Source: an optimization exercise on an open RTL-to-GDS flow (aim: small area, a short achievable clock period and few clock cycles per item). Production flows keep margins and buffers that such runs may drop.
In this exercise RTL edits were held to simulation tests only and were not proved equivalent to the original.

==> module int_sqrt, before the edit <==
module int_sqrt
#(
  parameter int S = 5,
  parameter int L0 = 6
)
(
  input clk_i,
  input reset_i,
  input start_i,
  input [25:0] v_i,
  output logic [26:0] q_o,
  output logic sticky_o,
  output logic done_o
);
localparam int K  = (27 - L0 + S - 1) / S;   
localparam int QW = L0 + K * S;          
localparam int E  = QW - 27;             
localparam int RW0 = L0 + 3;             
localparam int RW = QW + 3;              
localparam int CW = (K <= 1) ? 1 : $clog2(K);
logic busy_q;
logic [CW-1:0] cnt_q;
logic [RW-1:0] r_q;
logic [QW-1:0] q_q;
logic [25:0] v_q;
logic [RW-1:0] r [0:S];
logic [QW-1:0] q [0:S];
assign r[0] = r_q;
assign q[0] = q_q;
genvar i;
generate
  for (i = 0; i < S; i++) begin : g_step
    logic [RW-1:0] rp;
    logic [RW-1:0] t;
    logic [RW-1:0] d;
    logic bit_q;
    assign rp = {r[i][RW-3:0], v_q[25-2*i -: 2]};
    assign t = {1'b0, q[i], 2'b01};
    ks_sub #(.W(RW)) u_sub (.a_i(rp), .b_i(t), .d_o(d), .co_o(bit_q));
    assign r[i+1] = bit_q ? d : rp;
    assign q[i+1] = {q[i][QW-2:0], bit_q};
  end
endgenerate
logic [RW0-1:0] r0 [0:L0];
logic [L0-1:0]  q0 [0:L0];
assign r0[0] = '0;
assign q0[0] = '0;
generate
  for (i = 0; i < L0; i++) begin : g_step0
    logic [RW0-1:0] rp;
    logic [RW0-1:0] t;
    logic [RW0:0] d;
    logic bit_q;
    assign rp = {r0[i][RW0-3:0], v_i[25-2*i -: 2]};
    assign t = {1'b0, q0[i], 2'b01};
    assign d = {1'b0, rp} - {1'b0, t};
    assign bit_q = ~d[RW0];
    assign r0[i+1] = bit_q ? d[RW0-1:0] : rp;
    assign q0[i+1] = {q0[i][L0-2:0], bit_q};
  end
endgenerate
logic last;
assign last = busy_q & (cnt_q == CW'(K-1));
assign done_o = last;
always_ff @(posedge clk_i or negedge reset_i) begin
  if (!reset_i) begin
    busy_q <= 1'b0;
    cnt_q  <= '0;
  end else if (start_i) begin
    busy_q <= 1'b1;
    cnt_q  <= '0;
  end else if (busy_q) begin
    busy_q <= ~last;
    cnt_q  <= cnt_q + 1'b1;
  end
end
always_ff @(posedge clk_i) begin
  if (start_i) begin
    r_q <= {{(RW-RW0){1'b0}}, r0[L0]};
    q_q <= {{(QW-L0){1'b0}}, q0[L0]};
    v_q <= {v_i[25-2*L0:0], {(2*L0){1'b0}}};
  end else if (busy_q) begin
    r_q <= r[S];
    q_q <= q[S];
    v_q <= {v_q[25-2*S:0], {(2*S){1'b0}}};
  end
end
assign q_o = q[S][QW-1:E];
generate
  if (E > 0) begin : g_e
    assign sticky_o = (r[S] != '0) | (q[S][E-1:0] != '0);
  end else begin : g_ne
    assign sticky_o = (r[S] != '0);
  end
endgenerate
endmodule
export LEC_CHECK = 0
export CAP_MARGIN = 20
export CORE_MARGIN = 2
export CORE_UTILIZATION = 40
export SETUP_SLACK_MARGIN = 5
export SLEW_MARGIN = 20
export SYNTH_HIERARCHICAL = 1
export SYNTH_MINIMUM_KEEP_SIZE = 200
create_clock -name core_clock -period 20.0 [get_ports {clk_i}]
run.sh (not shown) runs the stock make flow with config.mk's settings and CLKGATE_MAP_FILE= SYNTH_SCRIPT=/design/flow/synth_recipe.tcl, a recipe that flattens the netlist after the stock synthesis.
The baseline finished clean.
Testbench counts at the start, summed over its fixed seeds: cycles 37,408, ops 24,000.
==> next run, changes <==
--- a/flow/design.v
+++ b/flow/design.v
@@ -345,28 +345,26 @@
 endgenerate
 assign d_o  = p0 ^ {g[L][W-2:0], 1'b1};
 assign co_o = g[L][W-1];
 endmodule
 module int_sqrt
 #(
-  parameter int S = 5,
-  parameter int L0 = 6
+  parameter int S = 5
 )
 (
   input clk_i,
   input reset_i,
   input start_i,
   input [25:0] v_i,
   output logic [26:0] q_o,
   output logic sticky_o,
   output logic done_o
 );
-localparam int K  = (27 - L0 + S - 1) / S;   
-localparam int QW = L0 + K * S;          
-localparam int E  = QW - 27;             
-localparam int RW0 = L0 + 3;             
+localparam int K  = (27 + S - 1) / S;    
+localparam int E  = K * S - 27;          
+localparam int QW = K * S;               
 localparam int RW = QW + 3;              
 localparam int CW = (K <= 1) ? 1 : $clog2(K);
 logic busy_q;
 logic [CW-1:0] cnt_q;
 logic [RW-1:0] r_q;
 logic [QW-1:0] q_q;
@@ -386,30 +384,12 @@
     assign t = {1'b0, q[i], 2'b01};
     ks_sub #(.W(RW)) u_sub (.a_i(rp), .b_i(t), .d_o(d), .co_o(bit_q));
     assign r[i+1] = bit_q ? d : rp;
     assign q[i+1] = {q[i][QW-2:0], bit_q};
   end
 endgenerate
-logic [RW0-1:0] r0 [0:L0];
-logic [L0-1:0]  q0 [0:L0];
-assign r0[0] = '0;
-assign q0[0] = '0;
-generate
-  for (i = 0; i < L0; i++) begin : g_step0
-    logic [RW0-1:0] rp;
-    logic [RW0-1:0] t;
-    logic [RW0:0] d;
-    logic bit_q;
-    assign rp = {r0[i][RW0-3:0], v_i[25-2*i -: 2]};
-    assign t = {1'b0, q0[i], 2'b01};
-    assign d = {1'b0, rp} - {1'b0, t};
-    assign bit_q = ~d[RW0];
-    assign r0[i+1] = bit_q ? d[RW0-1:0] : rp;
-    assign q0[i+1] = {q0[i][L0-2:0], bit_q};
-  end
-endgenerate
 logic last;
 assign last = busy_q & (cnt_q == CW'(K-1));
 assign done_o = last;
 always_ff @(posedge clk_i or negedge reset_i) begin
   if (!reset_i) begin
     busy_q <= 1'b0;
@@ -421,15 +401,15 @@
     busy_q <= ~last;
     cnt_q  <= cnt_q + 1'b1;
   end
 end
 always_ff @(posedge clk_i) begin
   if (start_i) begin
-    r_q <= {{(RW-RW0){1'b0}}, r0[L0]};
-    q_q <= {{(QW-L0){1'b0}}, q0[L0]};
-    v_q <= {v_i[25-2*L0:0], {(2*L0){1'b0}}};
+    r_q <= '0;
+    q_q <= '0;
+    v_q <= v_i;
   end else if (busy_q) begin
     r_q <= r[S];
     q_q <= q[S];
     v_q <= {v_q[25-2*S:0], {(2*S){1'b0}}};
   end
 end
After rerunning: Die area fell by 2.6%; utilization climbs by 0.42 points; synthesized cell count decreases by 3.1%; global-route usage drops by 0.12 points; count of clock-buffer cells in the layout shrinks by 5; clock skew falls by 0.0084 ns; cell area came out lower by 1.4%; via count decreases by 3.3%; routed wire length decreases by 2.5%; area after synthesis goes down by 2.6%; cell count went down by 2.1%.
Testbench counts after the change, summed over its fixed seeds: cycles 38,356, ops 24,000.

==> what the ideal ports hide <==
No port has a modelled driver above. Below, the same layouts with a new extraction and two added sets of constraints. Step 1: set_driving_cell puts a clkbuf_16 on clk_i and a buf_2 on each other input, an assumption about the parent block. Step 2, shift: input delay + t, output delay - t, t = (earliest + latest rising clock arrival at the registers) / 2. This alone moves slack from input paths to output paths. Slacks: ideal ports / drivers / drivers and shift; pairs: ideal ports / drivers.
run | t, ns | setup WS [ns] | latest minus earliest clock arrival (ns) | cell pins on the clock port's net
the first run | 0.834 | 5.332 / 5.260 / 4.580 | 0.073 / 0.073 | 1
the second run | 0.848 | 5.219 / 5.110 / 4.573 | 0.063 / 0.064 | 1
After both steps every run listed still meets setup and hold. The setup slack of the first run, which loses most, moves by -0.072 ns with the drivers and by -0.752 ns with both steps.
